Background: an optimization exercise with open tools, aiming at small area, a short achievable clock period and few clock cycles. Do not read the settings as production practice. In this exercise RTL edits were held to simulation tests only and were not proved equivalent to the original.

== run A ==
==> flow/design.v (excerpt) <==
module PE (
	input clk,
	input rst,
	input PE_en,
	input [13-1:0] i_config,
	input [32-1:0] ifmap,
	input [32-1:0] filter,
	input [32-1:0] ipsum,
	input ifmap_valid,
	input filter_valid,
	input ipsum_valid,
	input opsum_ready,
	output reg [32-1:0] opsum,
	output reg ifmap_ready,
	output reg filter_ready,
	output reg ipsum_ready,
	output reg opsum_valid
);
export LEC_CHECK = 0
export CAP_MARGIN = 20
export CORE_MARGIN = 2
export CORE_UTILIZATION = 40
export SLEW_MARGIN = 20
create_clock -name core_clock -period 12.0 [get_ports {clk}]
standard.sh (not shown) runs the stock make flow with config.mk's settings and CLKGATE_MAP_FILE= SYNTH_SCRIPT=/design/flow/synth_recipe.tcl, a recipe that flattens the netlist after the stock synthesis.
==> flow/flow/run.sh <==
#!/bin/bash
# Standard ORFS layout, with repair_timing asked for more setup margin than the clock needs.
set -euo pipefail
bash standard.sh SETUP_SLACK_MARGIN=8 TNS_END_PERCENT=100 finish > standard.log 2>&1
Testbench counts of run A, summed over its fixed seeds: cycles 9,744.
Edits applied to the flow inputs when going from run A to run B:
==> flow/run.sh (new file) <==
#!/bin/bash
# synth_recipe.tcl (not shown) runs the flow's synth.tcl, then flattens the netlist and writes it again
# the make line also repeats each setting of config.mk as NAME=value (left out here)
make -C /OpenROAD-flow-scripts/flow DESIGN_CONFIG=/design/flow/config.mk WORK_HOME=/design/flow/orfs CLKGATE_MAP_FILE= SYNTH_SCRIPT=/design/flow/synth_recipe.tcl finish
removed: flow/flow/run.sh
removed: flow/standard.sh
- Diff run A -> run B: met3 routed wirelength went down about 10%, routed wire length lost 4.4%, area fraction in compound gates after synthesis level.
For run C, these inputs were changed with respect to run B:
Settings: CAP_MARGIN changed from 20 to 50; SLEW_MARGIN changed from 20 to 50; TNS_END_PERCENT newly set to 100; SETUP_SLACK_MARGIN newly set to 5; ABC_CLOCK_PERIOD_IN_PS newly set to 3000.
==> notes.md <==
- Run C: full flow OK, the timing, design-rule and antenna checks passed
- The achievable clock frequency in run C sits 9.9% above the value recorded for run B.
- Sum of routed wire length over all layers, run B and run C: smaller value in run B
- Finished layout cell area: run C worse than run B
- Per the comparison of run C with run B, detail-routed via count per cell lower; wire length of the first global-routing pass roughly the same.
- Relative to run B, the multi-input combinational cell area of run C is higher by 290 um2.
- In the metrics for run B and run C, the one carrying the lower signed area change from the synthesized netlist to the final layout is run B.
For run D, these inputs were changed with respect to run C:
Settings: removing ABC_CLOCK_PERIOD_IN_PS (formerly 3000); changing SLEW_MARGIN from 50 to 20; changing CAP_MARGIN from 50 to 20.
[summary]
- Run D | stages: all done | timing, DRC, antenna: all pass
- Comparing run C with run D, the total placed cells including tap cells came out essentially unchanged.
- Summary — final cycle utilization of the critical path, run D relative to run C: higher, by 1.8 points.
- In run D, the hold slack came out 0.014 ns above the value in run C.
- Looking at run D and run C, the final cell count without fillers is a wash.
- Sequential cell area: run D vs run C, no meaningful difference
- Against run C, clock period minus worst slack in run D came out worse.
- Number of non-clock buffers | run D below run C
- Utilization across run D and run C: no real change.


Another version of the RTL of PE (not shown whole).
Size: roughly 150 I/O pins, about 55000 µm² of cells after synthesis.
Design PE, start of the top module:
module PE (
	input clk,
	input rst,
	input PE_en,
	input [13-1:0] i_config,
	input [32-1:0] ifmap,
	input [32-1:0] filter,
	input [32-1:0] ipsum,
	input ifmap_valid,
	input filter_valid,
	input ipsum_valid,
	input opsum_ready,
	output reg [32-1:0] opsum,
	output reg ifmap_ready,
	output reg filter_ready,
	output reg ipsum_ready,
	output reg opsum_valid
);
clock: 12.0 ns
lec_check: 0
cap_margin: 20
core_margin: 2
core_utilization: 40
slew_margin: 20
==> flow/flow/run.sh <==
#!/bin/bash
# Layout flow: the standard synthesis, then a netlist pass (fapol.py) that
# re-polarises full adders to drop the inverters synthesis leaves between them,
# then the standard ORFS layout with repair_timing asked for extra setup margin.
set -euo pipefail
RES=$PWD/orfs/results/sky130hd/PE/base
LIB=$FLOW_HOME/platforms/sky130hd/lib/sky130_fd_sc_hd__tt_025C_1v80.lib
bash standard.sh synth > synth.log 2>&1
cp $RES/1_2_yosys.v $RES/1_2_yosys.orig.v
python3 flow/fapol.py $LIB $RES/1_2_yosys.orig.v $RES/1_2_yosys.v > fapol.log 2>&1
rm -f $RES/1_synth.odb
bash standard.sh SETUP_SLACK_MARGIN=8 TNS_END_PERCENT=100 finish > standard.log 2>&1
Other scripts of this flow, unchanged in this note and not shown: flow/flow/fapol.py
The first run ran to the end with no violations.
Testbench counts at the start, summed over its fixed seeds: cycles 9,840.
Edit:
--- a/flow/flow/run.sh
+++ b/flow/flow/run.sh
@@ -10,3 +10,3 @@
 python3 flow/fapol.py $LIB $RES/1_2_yosys.orig.v $RES/1_2_yosys.v > fapol.log 2>&1
 rm -f $RES/1_synth.odb
-bash standard.sh SETUP_SLACK_MARGIN=8 TNS_END_PERCENT=100 finish > standard.log 2>&1
+bash standard.sh SETUP_SLACK_MARGIN=8 TNS_END_PERCENT=100 'BUFFER_PORTS_ARGS=-buffer_cell sky130_fd_sc_hd__buf_2' finish > standard.log 2>&1
Effect: Register-to-register slack is better by 20 ps. Sequential share of layout area came out higher by 0.78 points. Wire length came out lower by a few percent. Critical path depth came out higher by 1. Setup slack is better by 18 ps. Cell count came out lower slightly.
Edit:
--- a/flow/flow/run.sh
+++ b/flow/flow/run.sh
@@ -10,3 +10,3 @@
 python3 flow/fapol.py $LIB $RES/1_2_yosys.orig.v $RES/1_2_yosys.v > fapol.log 2>&1
 rm -f $RES/1_synth.odb
-bash standard.sh SETUP_SLACK_MARGIN=8 TNS_END_PERCENT=100 'BUFFER_PORTS_ARGS=-buffer_cell sky130_fd_sc_hd__buf_2' finish > standard.log 2>&1
+bash standard.sh SETUP_SLACK_MARGIN=8 TNS_END_PERCENT=100 'BUFFER_PORTS_ARGS=-buffer_cell sky130_fd_sc_hd__buf_1' finish > standard.log 2>&1
- The new run ran to the end with no violations
- cell count rose by about 0.3%
- via count rises by about 1%
- cell area stays flat
- critical path depth does not change

-- afterwards: timing with drivers on the ports --
How much do the figures lean on ideal ports? The routed layouts below were timed once more, with nothing changed but the port constraints. Step 1, drivers: a clkbuf_16 drives clk and a buf_2 each remaining input, both assumed. Step 2 times the ports against the registers' clock, not the clock port: input delays grow and output delays shrink by t, the midpoint of the rising clock arrivals with the driver on. a / b / c = ideal ports / drivers / drivers and shift; a / b = the first two.
| run | t (ns) | setup WS [ns] | clock arrival spread, ns | worst slew at a driven data input, ns |
|---|---|---|---|---|
| run A | 0.794 | 6.931 / 6.931 / 6.912 | 0.082 / 0.082 | 0.08 |
| run B | 0.789 | 5.002 / 5.002 / 5.002 | 0.073 / 0.074 | 0.07 |
| run C | 0.781 | 5.635 / 5.635 / 5.635 | 0.073 / 0.073 | 0.07 |
| run D | 0.777 | 5.422 / 5.422 / 5.422 | 0.081 / 0.080 | 0.08 |
| the first run of note 2 | 0.788 | 7.966 / 7.966 / 7.322 | 0.098 / 0.098 | 0.09 |
| the second run of note 2 | 0.804 | 7.984 / 7.984 / 7.487 | 0.078 / 0.078 | 0.12 |
| the third run of note 2 | 0.793 | 7.962 / 7.962 / 7.219 | 0.067 / 0.067 | 0.14 |
After both steps every run listed still meets setup and hold. For the third run of note 2, which loses most, drivers alone change the setup slack by 0.000 ns; drivers and shift together by -0.743 ns.
